This is an optimization exercise on Yosys and OpenROAD, whose aim is small area, a short achievable clock period and few clock cycles per item, not a production implementation. Function was checked by simulation only, so behaviour that the tests miss may differ from the original.

==> 04-17 <==
Design SMM1, start of the top module:
module SMM1 (
    input clk, rst,
    input [127:0] A, B,
    input load, sel,
    output [127:0] C_out,
    output reg done
);
export LEC_CHECK = 0
export CAP_MARGIN = 20
export CORE_MARGIN = 2
export CORE_UTILIZATION = 50
export GPL_TIMING_DRIVEN = 0
export PLACE_DENSITY = 0.7
export SETUP_SLACK_MARGIN = 0.2
export SLEW_MARGIN = 20
export SYNTH_HIERARCHICAL = 1
export SYNTH_MINIMUM_KEEP_SIZE = 0
export TNS_END_PERCENT = 100
create_clock -name core_clock -period 5.0 [get_ports {clk}]
standard.sh (not shown) runs the stock make flow with config.mk's settings and CLKGATE_MAP_FILE= SYNTH_SCRIPT=/design/flow/synth_recipe.tcl, a recipe that flattens the netlist after the stock synthesis.
==> flow/flow/run.sh <==
#!/bin/bash
# Own layout flow: the standard flow, except that the netlist comes from a direct
# gate-level mapping of the design (flow/map.tcl: each smm_* gate module becomes its
# sky130 cell) instead of Yosys/ABC re-synthesis, so the compressor trees keep their
# timing-driven structure. Flip-flops get the standard synthesis's instance names.
# Ports are buffered with buf_4 cells (fast, and resizable within the buf family).
# Global routing reserves more of met1/met2 (flow/fastroute.tcl).
set -euo pipefail
cd "$(dirname "$0")/.."
W=$PWD
export FLOW_DIR=$W/flow
export MAPPED_V=$W/mapped.v
R=$W/orfs/results/$FLOW_PLATFORM/SMM1/base
YOSYS=yosys
if ! command -v yosys > /dev/null; then YOSYS=$FLOW_HOME/../tools/install/yosys/bin/yosys; fi

# 1. standard synthesis (its flip-flop names are kept)
bash standard.sh synth > $W/log_std_synth.txt 2>&1
cp $R/1_2_yosys.v $W/standard_1_2_yosys.v

# 2. gate-level mapping of the design
$YOSYS -c $FLOW_DIR/map.tcl > $W/log_yosys_map.txt 2>&1
python3 $FLOW_DIR/rename.py $W/standard_1_2_yosys.v $MAPPED_V > $W/mapped_renamed.v 2> $W/log_rename.txt

# 3. the standard flow from this netlist
cp $W/mapped_renamed.v $R/1_2_yosys.v
rm -f $R/1_synth.odb
export FASTROUTE_TCL=$FLOW_DIR/fastroute.tcl
BUFFER_PORTS_ARGS="-buffer_cell sky130_fd_sc_hd__buf_4" bash standard.sh > $W/log_std_finish.txt 2>&1
Other scripts of this flow, unchanged in this note and not shown: flow/flow/cellmap.v, flow/flow/fastroute.tcl, flow/flow/map.tcl, flow/flow/rename.py
==> 03-06: changes against 04-17 <==
--- a/flow/flow/run.sh
+++ b/flow/flow/run.sh
@@ -28,2 +28,4 @@
 export FASTROUTE_TCL=$FLOW_DIR/fastroute.tcl
+# after global placement, output port buffers become buf_1 (flow/post_gpl.tcl)
+export POST_GLOBAL_PLACE_TCL=$FLOW_DIR/post_gpl.tcl
 BUFFER_PORTS_ARGS="-buffer_cell sky130_fd_sc_hd__buf_4" bash standard.sh > $W/log_std_finish.txt 2>&1
==> flow/flow/post_gpl.tcl (new file) <==
# Output ports drive only the port's load, so their port buffers can be the
# smallest buffer; input port buffers keep the size the flow gave them.
set n 0
foreach inst [get_cells output*] {
  set m [get_property $inst ref_name]
  if {[string match "sky130_fd_sc_hd__buf_*" $m] && $m ne "sky130_fd_sc_hd__buf_1"} {
    replace_cell $inst sky130_fd_sc_hd__buf_1
    incr n
  }
}
puts "post_gpl: $n output port buffers set to buf_1"
SETUP_SLACK_MARGIN = 0.4   (was 0.2)
==> 10-23: changes against 04-17 <==
--- a/flow/flow/run.sh
+++ b/flow/flow/run.sh
@@ -28,2 +28,4 @@
 export FASTROUTE_TCL=$FLOW_DIR/fastroute.tcl
+# after global placement, output port buffers become buf_1 (flow/post_gpl.tcl)
+export POST_GLOBAL_PLACE_TCL=$FLOW_DIR/post_gpl.tcl
 BUFFER_PORTS_ARGS="-buffer_cell sky130_fd_sc_hd__buf_4" bash standard.sh > $W/log_std_finish.txt 2>&1
==> flow/flow/post_gpl.tcl (new file) <==
# Output ports drive only the port's load, so their port buffers can be the
# smallest buffer; input port buffers keep the size the flow gave them.
set n 0
foreach inst [get_cells output*] {
  set m [get_property $inst ref_name]
  if {[string match "sky130_fd_sc_hd__buf_*" $m] && $m ne "sky130_fd_sc_hd__buf_1"} {
    replace_cell $inst sky130_fd_sc_hd__buf_1
    incr n
  }
}
puts "post_gpl: $n output port buffers set to buf_1"
CORE_UTILIZATION = 60   (was 50)
PLACE_DENSITY = 0.8   (was 0.7)
==> results_dict.tcl <==
set metrics [dict create \
    outcome "timing/DRC/antenna clean" \
    grt_use_met3_pct 52.5 \
    rows 112 \
    drive_above_1_share_pct 7.87 \
    gp_congestion 1.01 \
    diodes 52 \
    whs_ns 0.575 \
    wl_met2_um 81100 \
    first_pass_iters 5 \
    endpoint "C_q[39]" \
    path_depth 11 \
]
# the run above: 04-17

==> results_dict.tcl <==
set metrics [dict create \
    fin_ws_ns 0.209 \
    diodes 25 \
    drive_above_1_share_pct 5.44 \
    path_depth 10 \
    fin_total_pwr_mw 30.0 \
    rows 102 \
    wl_met2_um 75500 \
    outcome "timing/DRC/antenna clean" \
    postCtsSetupBuffers 0 \
    reg_top3 "C_q (128), done (1), sel_q (1)" \
    first_pass_iters 9 \
    grt_use_met3_pct 59.7 \
    initial_utilization_pct 60.5 \
    final_common_cell "nand2_1" \
    largest_reg_flops 128 \
    synthXorXnorAreaFrac_pct 18.3 \
]
# the run above: 10-23

==> results_dict.tcl <==
set metrics [dict create \
    path_depth 11 \
    diodes 42 \
    wl_met2_um 84300 \
    cts_tree "yes" \
    inverters 32 \
    whs_ns 0.569 \
    rows 112 \
    endpoint "C_q[111]" \
    outcome "timing/DRC/antenna clean" \
    ys_seq_area_share_pct 5.56 \
    cts-htree-levels 4 \
    grt.busiest_layer "met2" \
    drive_above_1_share_pct 6.30 \
    first_pass_iters 8 \
    grt_use_met3_pct 52.3 \
]
# the run above: 03-06

Testbench counts of 04-17, summed over its fixed seeds: cycles 1,928, items 1,920.
Testbench counts of 03-06, summed over its fixed seeds: cycles 1,928, items 1,920.
Testbench counts of 10-23, summed over its fixed seeds: cycles 1,928, items 1,920.

[afterwards: timing with drivers on the ports]
The flow's constraints put no driver on any port. The routed layouts listed below were extracted and timed again, unchanged, in two steps. Step 1 (the two cells are an assumption about what drives the block):
set clk [get_ports {clk}]
set_driving_cell -lib_cell sky130_fd_sc_hd__clkbuf_16 $clk
set_driving_cell -lib_cell sky130_fd_sc_hd__buf_2 [delete_from_list [all_inputs] $clk]
Step 2 moves the port delays by t, midway between the first and last clock arrival at a register: inputs arrive t later, outputs are due t later. That takes back most of the time a late clock gives input paths. Slacks: ideal ports / drivers / drivers and shift; pairs: ideal ports / drivers.
| run | t, ns | setup WS [ns] | cell pins on the clock port's net |
|---|---|---|---|
| 04-17 | 0.595 | 0.239 / 0.262 / -0.333 | 1 |
| 03-06 | 0.603 | 0.381 / 0.166 / -0.437 | 1 |
| 10-23 | 0.566 | 0.209 / 0.220 / -0.346 | 1 |
With both steps, setup timing fails in every run listed, where it was met with ideal ports. The setup slack of 03-06, which loses most, moves by -0.215 ns with the drivers and by -0.818 ns with both steps.
